This is an optimization exercise on Yosys and OpenROAD, whose aim is small area, not a production implementation. In this exercise RTL edits were held to simulation tests only and were not proved equivalent to the original. Power is estimated from default activity; no workload was simulated.

== old ==
==> flow/design.v (excerpt) <==
module TwoDigitAdder(
    input wire clk,
    input wire rst,
    input wire rx,
    input wire [3:0] switches,
    input wire btn_right,
    input wire btn_left,
    input wire btn_up,
    input wire btn_down,
    input wire btn_calc,
    output wire tx,
    output reg [3:0] an,
    output wire [6:0] seg,
    output reg [3:0] led
);
Size in the first run: roughly 1900 cells after synthesis, roughly 28 I/O pins, roughly 13000 sq um of cells after synthesis.
==> flow/config.mk <==
export PLATFORM = sky130hd
export DESIGN_NAME = TwoDigitAdder
export DESIGN_NICKNAME = TwoDigitAdder
export VERILOG_FILES = /design/flow/design.v
export SDC_FILE = /design/flow/constraint.sdc
export NUM_CORES = 4
export LEC_CHECK = 0
export ABC_AREA = 1
export CAP_MARGIN = 20
export CORE_MARGIN = 2
export CORE_UTILIZATION = 40
export SLEW_MARGIN = 20
==> flow/constraint.sdc <==
create_clock -name core_clock -period 40.0 [get_ports {clk}]
set_input_delay 8.0000 -clock core_clock [delete_from_list [all_inputs] [get_ports {clk}]]
set_output_delay 8.0000 -clock core_clock [all_outputs]
set_load 0.01 [all_outputs]
standard.sh (not shown) runs the stock make flow with config.mk's settings and CLKGATE_MAP_FILE= SYNTH_SCRIPT=/design/flow/synth_recipe.tcl, a recipe that flattens the netlist after the stock synthesis.
==> flow/flow/run.sh <==
#!/bin/bash
# Own layout flow: the standard synthesis, then the combinational logic of its netlist is
# mapped again with a stronger ABC script (every flip-flop instance, name and cell type is kept),
# then the standard layout from the floorplan on. The new netlist is used only if ABC's cec
# proves it equivalent to the standard one (flip-flops cut into inputs and outputs); otherwise the
# standard netlist is laid out unchanged.
# Logs: log_synth.txt, log_reopt.txt, log_cec.txt, log_layout.txt in the work folder.
set -uo pipefail
W=$(pwd)
F=$W/flow
YOSYS=$(command -v yosys || true)
[[ -x "$YOSYS" ]] || YOSYS=$FLOW_HOME/../tools/install/yosys/bin/yosys
ABC=$(dirname "$YOSYS")/yosys-abc
R=$W/orfs/results/$FLOW_PLATFORM/TwoDigitAdder/base
LIB=$FLOW_HOME/platforms/$FLOW_PLATFORM/lib/sky130_fd_sc_hd__tt_025C_1v80.lib
TOP=$FLOW_TOP

bash standard.sh synth > "$W/log_synth.txt" 2>&1 || exit 1
cp "$R/1_2_yosys.v" "$W/synth_std.v"

# don't-use cells of the platform
DU=""
for c in $(grep -o "lpflow_[a-z0-9_]*\|probe[a-z_0-9]*" "$FLOW_HOME/platforms/$FLOW_PLATFORM/config.mk" | sort -u); do
  DU="$DU -dont_use sky130_fd_sc_hd__$c"
done
SEQ="sky130_fd_sc_hd__dfxtp_1 sky130_fd_sc_hd__dfxtp_2 sky130_fd_sc_hd__dfxtp_4 sky130_fd_sc_hd__edfxtp_1 sky130_fd_sc_hd__dfrtp_1 sky130_fd_sc_hd__dfrtp_2 sky130_fd_sc_hd__dfrtp_4 sky130_fd_sc_hd__dfstp_1 sky130_fd_sc_hd__dfxbp_1"

cat > "$W/reopt.ys" <<EOS
read_liberty -overwrite -ignore_miss_func $LIB
blackbox $SEQ
read_verilog -sv $W/synth_std.v
hierarchy -top $TOP
flatten
opt_clean -purge
abc -liberty $LIB $DU -script $F/abc_area.script -D $(awk "BEGIN{print $FLOW_PERIOD_NS*1000}")
opt_clean -purge
hilomap -singleton -hicell sky130_fd_sc_hd__conb_1 HI -locell sky130_fd_sc_hd__conb_1 LO
splitnets
opt_clean -purge
insbuf -buf sky130_fd_sc_hd__buf_4 A X
rename -hide w:_*
read_liberty -overwrite -setattr liberty_cell -lib $LIB
check -assert -mapped
stat -liberty $LIB
write_verilog -noattr -nohex -nodec $W/synth_reopt.v
EOS

use_reopt=0
if "$YOSYS" -l "$W/log_reopt.txt" "$W/reopt.ys" > /dev/null 2>&1; then
  # equivalence: flip-flops cut into ports in both netlists, then ABC cec
  ok=1
  for n in std reopt; do
    python3 "$F/cutff.py" "$W/synth_$n.v" "$W/cut_$n.v" >> "$W/log_cec.txt" 2>&1 || ok=0
    "$YOSYS" -q -p "read_liberty -overwrite -ignore_miss_func $LIB; read_verilog -sv $W/cut_$n.v; hierarchy -top $TOP; flatten; techmap; opt_clean -purge; setundef -zero; write_blif $W/cut_$n.blif" >> "$W/log_cec.txt" 2>&1 || ok=0
  done
  if [[ $ok == 1 ]]; then
    timeout 1200 "$ABC" -c "cec $W/cut_std.blif $W/cut_reopt.blif" >> "$W/log_cec.txt" 2>&1 || true
    if grep -q "Networks are equivalent" "$W/log_cec.txt"; then use_reopt=1; fi
  fi
fi
if [[ $use_reopt == 1 ]]; then
  echo "using the re-mapped netlist" | tee -a "$W/log_cec.txt"
  cp "$W/synth_reopt.v" "$R/1_2_yosys.v"
  touch "$R/1_2_yosys.v"
else
  echo "using the standard netlist" | tee -a "$W/log_cec.txt"
fi

bash standard.sh finish > "$W/log_layout.txt" 2>&1 || exit 1
Other scripts of this flow, unchanged in this note and not shown: flow/flow/abc_area.script, flow/flow/cutff.py
Edits applied to the flow inputs when going from old to new:
-- flow/design.v --
<<< old, line 297
reg [1:0] operation_type;
reg show_result;             
reg display_uart_done;
wire in_op   = control_state[3] & control_state[2];
wire st_add  = (control_state == ADDITION);
>>> new, line 297
reg [1:0] operation_type;
reg show_result;             
wire in_op   = control_state[3] & control_state[2];
wire st_add  = (control_state == ADDITION);
<<< old, line 337
        if (tx_done_edge)
            tx_dv <= 1'b0;
        if (in_display && !display_uart_done) begin
            if (tx_state == 3'd5) begin
                tx_dv <= 1'b0;
            end else begin
                if (!tx_dv && !tx_done)
                    tx_dv <= 1'b1;
                if (tx_done_edge)
                    tx_state <= tx_state + 3'd1;
            end
        end else if (!in_display) begin
            tx_dv <= 1'b0;
>>> new, line 336
        if (tx_done_edge)
            tx_dv <= 1'b0;
        if (in_display && tx_state != 3'd5) begin
            if (!tx_dv && !tx_done)
                tx_dv <= 1'b1;
            if (tx_done_edge)
                tx_state <= tx_state + 3'd1;
        end else if (!in_display) begin
            tx_dv <= 1'b0;
<<< old, line 399
lt99 u_lt1(.x(num1), .lt(num1_lt99));
lt99 u_lt2(.x(num2), .lt(num2_lt99));
wire [7:0] num1_step, num2_step;
incdec8 u_step1(.x(num1), .dec(btn_left_debounced), .y(num1_step));
incdec8 u_step2(.x(num2), .dec(btn_down_debounced), .y(num2_step));
always @(posedge clk) begin
    if (rst) begin
>>> new, line 394
lt99 u_lt1(.x(num1), .lt(num1_lt99));
lt99 u_lt2(.x(num2), .lt(num2_lt99));
wire num1_nz = (num1 != 8'd0);
wire num2_nz = (num2 != 8'd0);
wire num1_dec = btn_left_debounced & num1_nz;
wire num2_dec = btn_down_debounced & num2_nz;
wire [7:0] num1_step, num2_step;
incdec8 u_step1(.x(num1), .dec(num1_dec), .y(num1_step));
incdec8 u_step2(.x(num2), .dec(num2_dec), .y(num2_step));
always @(posedge clk) begin
    if (rst) begin
<<< old, line 409
        operation_type <= OP_ADD;
        show_result <= 1'b0;
        display_uart_done <= 1'b0;
        led <= 4'b0000;
    end else begin
        if (in_display && !display_uart_done && tx_state == 3'd4 && tx_done_edge)
            display_uart_done <= 1'b1;
        if ((btn_right_debounced && num1_lt99) || (btn_left_debounced && num1 != 8'd0))
            num1 <= num1_step;
        if ((btn_up_debounced && num2_lt99) || (btn_down_debounced && num2 != 8'd0))
            num2 <= num2_step;
        if (btn_calc_debounced) begin
>>> new, line 408
        operation_type <= OP_ADD;
        show_result <= 1'b0;
        led <= 4'b0000;
    end else begin
        if ((btn_right_debounced && num1_lt99) || num1_dec)
            num1 <= num1_step;
        if ((btn_up_debounced && num2_lt99) || num2_dec)
            num2 <= num2_step;
        if (btn_calc_debounced) begin
<<< old, line 467
                    if (rx_byte == 8'd114 || rx_byte == 8'd82) begin
                        control_state <= WAIT_NUM1;
                        display_uart_done <= 1'b0;
                        num1 <= 8'd0; num2 <= 8'd0;
                    end else if (rx_byte == 8'd110 || rx_byte == 8'd78) begin
                        control_state <= WAIT_RESTART;
                        display_uart_done <= 1'b0;
                    end
                end
>>> new, line 463
                    if (rx_byte == 8'd114 || rx_byte == 8'd82) begin
                        control_state <= WAIT_NUM1;
                        num1 <= 8'd0; num2 <= 8'd0;
                    end else if (rx_byte == 8'd110 || rx_byte == 8'd78) begin
                        control_state <= WAIT_RESTART;
                    end
                end
<<< old, line 490
            result_negative <= st_sub & num1_lt;
            division_by_zero <= st_div & num2_zero;
            display_uart_done <= 1'b0;
            control_state <= DISPLAY_RESULT;
        end
>>> new, line 484
            result_negative <= st_sub & num1_lt;
            division_by_zero <= st_div & num2_zero;
            control_state <= DISPLAY_RESULT;
        end
[summary]
- Floorplan die area: old vs new — no meaningful difference
- Compared to old, the router laid down more metal wire for new.
- On new: proportion of power drawn by combinational gates is 11 points lower than what old gave.
- End point of the critical path = result[2]: new; end point of the critical path = result[10]: old
- Going from old to new, clock power share went up by 5.2 points, power density over the cells went down 14%.

-- port drivers added, routing unchanged --
How much do the figures lean on ideal ports? The routed layouts below were timed once more, with nothing changed but the port constraints.
Step 1, drivers: a clkbuf_16 drives clk and a buf_2 each remaining input, both assumed.
Step 2, shift: input delay + t, output delay - t, t = (earliest + latest rising clock arrival at the registers) / 2. This alone moves slack from input paths to output paths.
Slacks: ideal ports / drivers / drivers and shift; pairs: ideal ports / drivers.
| run | t, ns | setup slack, ns | pins driven straight from the clock port |
|---|---|---|---|
| old | 0.592 | 5.495 / 5.495 / 5.495 | 1 |
| new | 0.579 | 4.634 / 4.634 / 4.634 | 1 |
After both steps setup and hold are still met in every run listed.
